Source: an optimization exercise on an open RTL-to-GDS flow (aim: small area, a short achievable clock period and few clock cycles). Production flows keep margins and buffers that such runs may drop.
In this exercise RTL edits were held to simulation tests only and were not proved equivalent to the original.
Power is estimated from default activity; no workload was simulated.

==> ember: inputs <==
Design control_top, start of the top module:
module control_top(
    output logic [15:0] imem_addr,
    input  logic [31:0] imem_rdata,
    output logic [15:0] dmem_addr,
    output logic [63:0] dmem_wdata,
    output logic dmem_we,
    input  logic [63:0] dmem_rdata,
    output logic halted,
    input logic clk,
    input logic reset
);
==> flow/config.mk <==
export PLATFORM = sky130hd
export DESIGN_NAME = control_top
export DESIGN_NICKNAME = control_top
export VERILOG_FILES = /design/flow/design.v
export SDC_FILE = /design/flow/constraint.sdc
export NUM_CORES = 8
export LEC_CHECK = 0
export CAP_MARGIN = 20
export CORE_MARGIN = 2
export CORE_UTILIZATION = 30
export PLACE_DENSITY = 0.5
export SLEW_MARGIN = 60
export SYNTH_HIERARCHICAL = 1
==> flow/constraint.sdc <==
create_clock -name core_clock -period 10.0 [get_ports {clk}]
set_input_delay 2.0000 -clock core_clock [delete_from_list [all_inputs] [get_ports {clk}]]
set_output_delay 2.0000 -clock core_clock [all_outputs]
set_load 0.01 [all_outputs]
standard.sh (not shown) runs the stock make flow with config.mk's settings and CLKGATE_MAP_FILE= SYNTH_SCRIPT=/design/flow/synth_recipe.tcl, a recipe that flattens the netlist after the stock synthesis.
==> flow/flow/run.sh <==
#!/bin/bash
# The standard layout (the standard.sh: ORFS synthesis to final layout) with
# two changes: repair_timing aims for 6.2 ns of setup slack instead of 0, so the
# resizer keeps working on paths well below the 10 ns clock period; and it may
# resize cells to other drive strengths before global routing too
# (MATCH_CELL_FOOTPRINT=0; the platform's default allows only same-footprint
# swaps there).
# Should the incremental reroute after the post-global-route repair stop on an
# overflowing gcell, global routing is redone without that repair.
# make's full output goes to the flow_*.log files in this folder; ORFS keeps
# each tool's own log under orfs/logs/.
set -uo pipefail
M="SETUP_SLACK_MARGIN=6.2 MATCH_CELL_FOOTPRINT=0"
bash standard.sh $M cts > flow_cts.log 2>&1 || exit 1
if ! bash standard.sh $M grt > flow_grt.log 2>&1; then
    bash standard.sh $M SKIP_INCREMENTAL_REPAIR=1 grt > flow_grt2.log 2>&1 || exit 1
fi
bash standard.sh $M finish > flow_finish.log 2>&1 || exit 1
==> inputs of yarrow, as changes to ember <==
--- a/flow/design.v
+++ b/flow/design.v
@@ -2,42 +2,43 @@
     input  logic [63:0] a,
     input  logic [63:0] b,
     input  logic        sub,
     input  logic        selSum,
     input  logic        selAnd,
     input  logic        selSlt,
     input  logic        selSh,
     input  logic        selLink,
-    input  logic        shLeft,
-    input  logic        shArith,
-    input  logic        shZero,
-    input  logic [4:0]  shamt,
+    input  logic [3:0]  shA,         
+    input  logic [3:0]  shB,         
+    input  logic [3:0]  shC,         
+    input  logic [1:0]  shR,         
+    input  logic        fillEn,      
     input  logic [31:0] link,
     output logic [63:0] sum,
     output logic [63:0] res,
     output logic        eq,
     output logic        lt
 );
 logic [63:0] shOut;
 add64 add (.a(a), .b(b), .ci(sub), .s(sum));
 cmp64 cmp (.a(a), .bn(b), .eq(eq), .lt(lt));
-logic [63:0] x1, x3, x5, xr;
+logic [63:0] x1, x3, x5;
 logic        fill;
-assign fill = shArith && !shLeft && a[63];
-shfirst s0 (.a(a), .rev(shLeft), .sh(shamt[0]), .fill(fill), .y(x1));
-sh4 #(.S(2)) s1 (.a(x1), .sel(shamt[2:1]), .fill(fill), .y(x3));
-sh4 #(.S(8)) s2 (.a(x3), .sel(shamt[4:3]), .fill(fill), .y(x5));
-shrev r1 (.a(x5), .sel(shLeft), .y(xr));
-assign shOut = xr & {64{!shZero}};
-assign res = ({64{selSum}}  & sum)
-           | ({64{selAnd}}  & (a & b))
-           | ({64{selSlt}}  & {63'b0, lt})
-           | ({64{selSh}}   & shOut)
-           | ({64{selLink}} & {32'b0, link});
+assign fill = fillEn && a[63];
+shfirst s0 (.a(a),  .s(shA), .fill(fill), .y(x1));
+sh4 #(.S(2)) s1 (.a(x1), .s(shB), .fill(fill), .y(x3));
+sh4 #(.S(8)) s2 (.a(x3), .s(shC), .fill(fill), .y(x5));
+shlast s3 (.a(x5), .s(shR), .y(shOut));
+logic [63:0] misc, other;
+assign misc = ({64{selAnd}}  & (a & b))
+            | ({64{selSlt}}  & {63'b0, lt})
+            | ({64{selLink}} & {32'b0, link});
+sel64 mo (.s(selSh),  .d1(shOut), .d0(misc),  .y(other));
+sel64 mr (.s(selSum), .d1(sum),   .d0(other), .y(res));
 endmodule
 module cmp64 (
     input  logic [63:0] a,
     input  logic [63:0] bn,
     output logic        eq,
     output logic        lt
 );
 logic [63:0] x, y;
@@ -108,59 +109,58 @@
         if (j >= L) begin
             go[j] = gi[j] | (pi[j] & gi[j-L]);
             po[j] = pi[j] & pi[j-L];
         end else begin
             go[j] = gi[j];
             po[j] = pi[j];
         end
 endmodule
-module shrev (
+module shlast (
     input  logic [63:0] a,
-    input  logic        sel,
+    input  logic [1:0]  s,
     output logic [63:0] y
 );
 always_comb
     for (int i = 0; i < 64; i++)
-        y[i] = sel ? a[63-i] : a[i];
+        y[i] = (s[0] && a[i]) || (s[1] && a[63-i]);
 endmodule
 module shfirst (
     input  logic [63:0] a,
-    input  logic        rev,
-    input  logic        sh,
+    input  logic [3:0]  s,
     input  logic        fill,
     output logic [63:0] y
 );
 logic [63:0] ar;
 always_comb
     for (int i = 0; i < 64; i++)
         ar[i] = a[63-i];
-always_comb
-    case ({rev, sh})
-        2'b00:   y = a;
-        2'b01:   y = {fill, a[63:1]};
-        2'b10:   y = ar;
-        default: y = {fill, ar[63:1]};
-    endcase
+assign y = ({64{s[0]}} & a) | ({64{s[1]}} & {fill, a[63:1]}) |
+           ({64{s[2]}} & ar) | ({64{s[3]}} & {fill, ar[63:1]});
 endmodule
 module sh4 #(
     parameter S = 2
 )(
     input  logic [63:0] a,
-    input  logic [1:0]  sel,
+    input  logic [3:0]  s,
     input  logic        fill,
     output logic [63:0] y
 );
-always_comb
-    case (sel)
-        2'd0:    y = a;
-        2'd1:    y = {{S{fill}}, a[63:S]};
-        2'd2:    y = {{2*S{fill}}, a[63:2*S]};
-        default: y = {{3*S{fill}}, a[63:3*S]};
-    endcase
+assign y = ({64{s[0]}} & a) |
+           ({64{s[1]}} & {{S{fill}}, a[63:S]}) |
+           ({64{s[2]}} & {{2*S{fill}}, a[63:2*S]}) |
+           ({64{s[3]}} & {{3*S{fill}}, a[63:3*S]});
+endmodule
+module sel64 (
+    input  logic        s,
+    input  logic [63:0] d1,
+    input  logic [63:0] d0,
+    output logic [63:0] y
+);
+assign y = s ? d1 : d0;
 endmodule
 module wbsel (
     input  logic [63:0] mem,
     input  logic [63:0] res,
     input  logic        ld,
     input  logic [2:0]  f3,
     output logic [63:0] q
 );
@@ -230,29 +230,34 @@
     input  logic        excE,
     input  logic [31:0] jalrTgt,
     input  logic [31:0] tgtE,
     input  logic [31:0] pcp4E,
     input  logic [31:0] pcRest,
     output logic [31:0] pcNext
 );
 logic [31:0] tgt;
-assign tgt    = jalrE ? jalrTgt : excE ? 32'd254 : predE ? pcp4E : tgtE;
-assign pcNext = redirE ? tgt : pcRest;
+assign tgt = jalrE ? jalrTgt : excE ? 32'd254 : predE ? pcp4E : tgtE;
+sel32 fin (.s(redirE), .d1(tgt), .d0(pcRest), .y(pcNext));
+endmodule
+module sel32 (
+    input  logic        s,
+    input  logic [31:0] d1,
+    input  logic [31:0] d0,
+    output logic [31:0] y
+);
+assign y = s ? d1 : d0;
 endmodule
 module regread (
     input  logic [31:1]       oh,
-    input  logic [31:1]       valid,
     input  logic [64*31-1:0]  data,
     output logic [63:0]       qn        
 );
 logic [31:1] s;
-always_comb
-    for (int i = 1; i < 32; i++)
-        s[i] = oh[i] && valid[i];
+assign s = oh;
 logic [63:0] t [0:10];
 genvar k;
 generate
     for (k = 0; k < 9; k++) begin : g3
         aoi222_64 g (
             .d0(data[64*(3*k)   +: 64]), .s0(s[3*k+1]),
             .d1(data[64*(3*k+1) +: 64]), .s1(s[3*k+2]),
             .d2(data[64*(3*k+2) +: 64]), .s2(s[3*k+3]),
@@ -352,18 +357,19 @@
 assign ldE    = vE && ldEr;
 assign stE    = vE && stEr;
 assign allocE = vE && allocEr;
 assign jalrE  = vE && jalrEr;
 assign excE   = vE && excEr;
 assign brkE   = brkEr;
 logic [2:0]  f3E;
 logic        subE, selSumE, selAndE, selSltE, selShE, selLinkE;
-logic        shLeftE, shArithE, shZeroE;
-logic [4:0]  shamtE;
+logic [3:0]  shAE, shBE, shCE;
+logic [1:0]  shRE;
+logic        fillEnE;
 logic [63:0] resM;
 logic [15:0] addrM;
 logic [4:0]  rdM;
 logic        ldM, stM;
 logic [2:0]  f3M;
 logic [63:0] resW;
 logic [4:0]  rdW;
 logic [31:1] weW;            
@@ -385,17 +391,17 @@
         if (weW[i])
             rf[i] <= finalW;
 end
 logic [63:0] sum, resE;
 logic        eqE, ltE, redirE, excRedir;
 alu alu (
     .a(opA), .b(opB), .sub(subE),
     .selSum(selSumE), .selAnd(selAndE), .selSlt(selSltE), .selSh(selShE), .selLink(selLinkE),
-    .shLeft(shLeftE), .shArith(shArithE), .shZero(shZeroE), .shamt(shamtE),
+    .shA(shAE), .shB(shBE), .shC(shCE), .shR(shRE), .fillEn(fillEnE),
     .link(pcp4E),
     .sum(sum), .res(resE), .eq(eqE), .lt(ltE)
 );
 assign excRedir = excE;
 tgtadd tgtadd (.a(pcp4E), .off(offE), .s(tgtE));
 logic brkNow, killAll;
 assign brkNow  = vE && brkE;
 assign killAll = brkNow || haltR;
@@ -449,18 +455,18 @@
     else
         immD = {{52{IR[31]}}, IR[31:20]};
 end
 logic [63:0] rf1n, rf2n;      
 logic [64*31-1:0] rfflat;
 always_comb
     for (int i = 1; i < 32; i++)
         rfflat[64*(i-1) +: 64] = rf[i];
-regread rd1 (.oh(oh1D), .valid(rfv), .data(rfflat), .qn(rf1n));
-regread rd2 (.oh(oh2D), .valid(rfv), .data(rfflat), .qn(rf2n));
+regread rd1 (.oh(oh1D), .data(rfflat), .qn(rf1n));
+regread rd2 (.oh(oh2D), .data(rfflat), .qn(rf2n));
 logic h1E, h1M, h1W, h2E, h2M, h2W;
 assign h1E = rdE != 5'd0 && rs1 == rdE;
 assign h1M = rdM != 5'd0 && rs1 == rdM;
 assign h1W = rdW != 5'd0 && rs1 == rdW;
 assign h2E = rdE != 5'd0 && rs2 == rdE;
 assign h2M = rdM != 5'd0 && rs2 == rdM;
 assign h2W = rdW != 5'd0 && rs2 == rdW;
 logic [63:0] opAn, opBn;
@@ -535,18 +541,18 @@
     if (allocE) begin
         btbTag <= pcp4E - 32'd4;
         btbTgt <= tgtE;
     end
     pcI   <= pcF;
     begin
         IR    <= imem_rdata;
         for (int i = 1; i < 32; i++) begin
-            oh1D[i] <= imem_rdata[19:15] == 5'(i);
-            oh2D[i] <= imem_rdata[24:20] == 5'(i);
+            oh1D[i] <= imem_rdata[19:15] == 5'(i) && (rfv[i] || weW[i]);
+            oh2D[i] <= imem_rdata[24:20] == 5'(i) && (rfv[i] || weW[i]);
         end
         pcD   <= pcI;
     end
 end
 logic goE;
 assign goE = vD && !stallD;
 always_ff @(posedge clk or posedge reset) begin
     if (reset) begin
@@ -587,20 +593,23 @@
     f3E  <= f3;
     subE <= subD;
     selLinkE <= isJ || isJalr;
     selSltE  <= (isR || isI) && f3 == 3'b010;
     selAndE  <= isR && f3 == 3'b111;
     selShE   <= isI && (f3 == 3'b001 || f3 == 3'b101);
     selSumE  <= !(isJ || isJalr || ((isR || isI) && f3 == 3'b010) || (isR && f3 == 3'b111) ||
                   (isI && (f3 == 3'b001 || f3 == 3'b101)));
-    shLeftE  <= f3 == 3'b001;
-    shArithE <= IR[29:24] == 6'b010000;
-    shZeroE  <= IR[25];
-    shamtE   <= IR[24:20];
+    for (int k = 0; k < 4; k++) begin
+        shAE[k] <= {f3 == 3'b001, IR[20]} == 2'(k);
+        shBE[k] <= IR[22:21] == 2'(k);
+        shCE[k] <= IR[24:23] == 2'(k);
+    end
+    shRE     <= {f3 == 3'b001 && !IR[25], f3 != 3'b001 && !IR[25]};
+    fillEnE  <= f3 != 3'b001 && IR[29:24] == 6'b010000;
 end
 logic [63:0] stData;
 always_comb begin
     case (f3E)
         3'b010:  stData = {32'b0, opB[31:0]};
         3'b001:  stData = {48'b0, opB[15:0]};
         3'b000:  stData = {56'b0, opB[7:0]};
         default: stData = opB;
@@ -619,18 +628,20 @@
         ldM <= ldE;
         stM <= stE;
         rdW <= rdM;
         for (int i = 1; i < 32; i++)
             weW[i] <= rdM == 5'(i);
         ldW <= ldM;
     end
 end
+logic [63:0] resMn;
+sel64 rsel (.s(stE), .d1(stData), .d0(resE), .y(resMn));
 always_ff @(posedge clk) begin
-    resM  <= stE ? stData : resE;
+    resM  <= resMn;
     addrM <= opA[15:0] + immE;
     f3M   <= f3E;
     resW  <= resM;
     f3W   <= f3M;
 end
 assign dmem_addr  = addrM;
 assign dmem_wdata = resM;
 assign dmem_we    = stM;
==> flow/flow/run.sh (replaced) <==
#!/bin/bash
# The standard layout (the standard.sh: ORFS synthesis to final layout) with
# these changes:
#  - repair_timing aims for 6.4 ns of setup slack instead of 0, so the resizer
#    keeps working on paths well below the 10 ns clock period;
#  - it may resize cells to other drive strengths before global routing too
#    (MATCH_CELL_FOOTPRINT=0; the platform's default allows only same-footprint
#    swaps there);
#  - the buffer that every input and output port gets is a buf_4 rather than
#    the delay cell buffer_ports picks by itself.
# Should the incremental reroute after the post-global-route repair stop on an
# overflowing gcell, global routing is redone without that repair.
# make's full output goes to the flow_*.log files in this folder; ORFS keeps
# each tool's own log under orfs/logs/.
set -uo pipefail
M=(SETUP_SLACK_MARGIN=6.4 MATCH_CELL_FOOTPRINT=0 "BUFFER_PORTS_ARGS=-buffer_cell sky130_fd_sc_hd__buf_4")
bash standard.sh "${M[@]}" cts > flow_cts.log 2>&1 || exit 1
if ! bash standard.sh "${M[@]}" grt > flow_grt.log 2>&1; then
    bash standard.sh "${M[@]}" SKIP_INCREMENTAL_REPAIR=1 grt > flow_grt2.log 2>&1 || exit 1
fi
bash standard.sh "${M[@]}" finish > flow_finish.log 2>&1 || exit 1
CORE_UTILIZATION = 35   (was 30)
PLACE_DENSITY = 0.6   (was 0.5)
SLEW_MARGIN = 40   (was 60)
==> run summary <==
outcome=timing/DRC/antenna clean; Reg2Reg Setup Slack=6.02 ns; First-pass DRT Iterations=12; final worst slack=6.017 ns; grt met3 use=7.074%; worst relative slew slack=53.71%; P_comb=3.03 mW; met2 WL=274,500 um; Core Util, Final=35.20%; first-pass GRT wire length=805,700 um; clock sink total=2,701
-- figures above: ember

==> run summary <==
Initial Util=35.16%; multi-input combinational area share=32.84%; outcome=timing/DRC/antenna clean; Clock-cell share=6.560%; chip width=610.0 um; clock sink total=2,708; Post-CTS Setup Bufs=17; final worst slack=6.227 ns; sequential share of power=48.6%; grt met3 use=11.07%; Boundary Pins=196; met2 WL=256,000 um; Main power group=registers; sw power=7.298 mW; first-pass GRT wire length=792,500 um; Reg2Reg Setup Slack=6.23 ns; P_comb=3.19 mW; First-pass DRT Iterations=17; worst reg2reg path depth=13; worst relative slew slack=30.98%
-- figures above: yarrow

Testbench counts of ember, summed over its fixed seeds: cycles 36,338.
Testbench counts of yarrow, summed over its fixed seeds: cycles 36,338.

==> static timing again, ports no longer ideal <==
The results above use ideal ports. As a check the final layouts listed here were re-extracted and re-timed, cells and wires unchanged.
Step 1: set_driving_cell puts a clkbuf_16 on clk and a buf_2 on each other input, an assumption about the parent block.
Step 2 times the ports against the registers' clock, not the clock port: input delays grow and output delays shrink by t, the midpoint of the rising clock arrivals with the driver on.
a / b / c = ideal ports / drivers / drivers and shift; a / b = the first two.
run | shift t [ns] | slack for setup (ns) | worst setup path after step 2 | latest minus earliest clock arrival (ns)
ember | 1.043 | 6.017 / 6.017 / 5.845 | input to register | 0.072 / 0.072
yarrow | 1.060 | 6.227 / 6.227 / 6.179 | input to register | 0.090 / 0.090
After both steps setup and hold are still met in every run listed. For ember, which loses most, drivers alone change the setup slack by 0.000 ns; drivers and shift together by -0.172 ns.
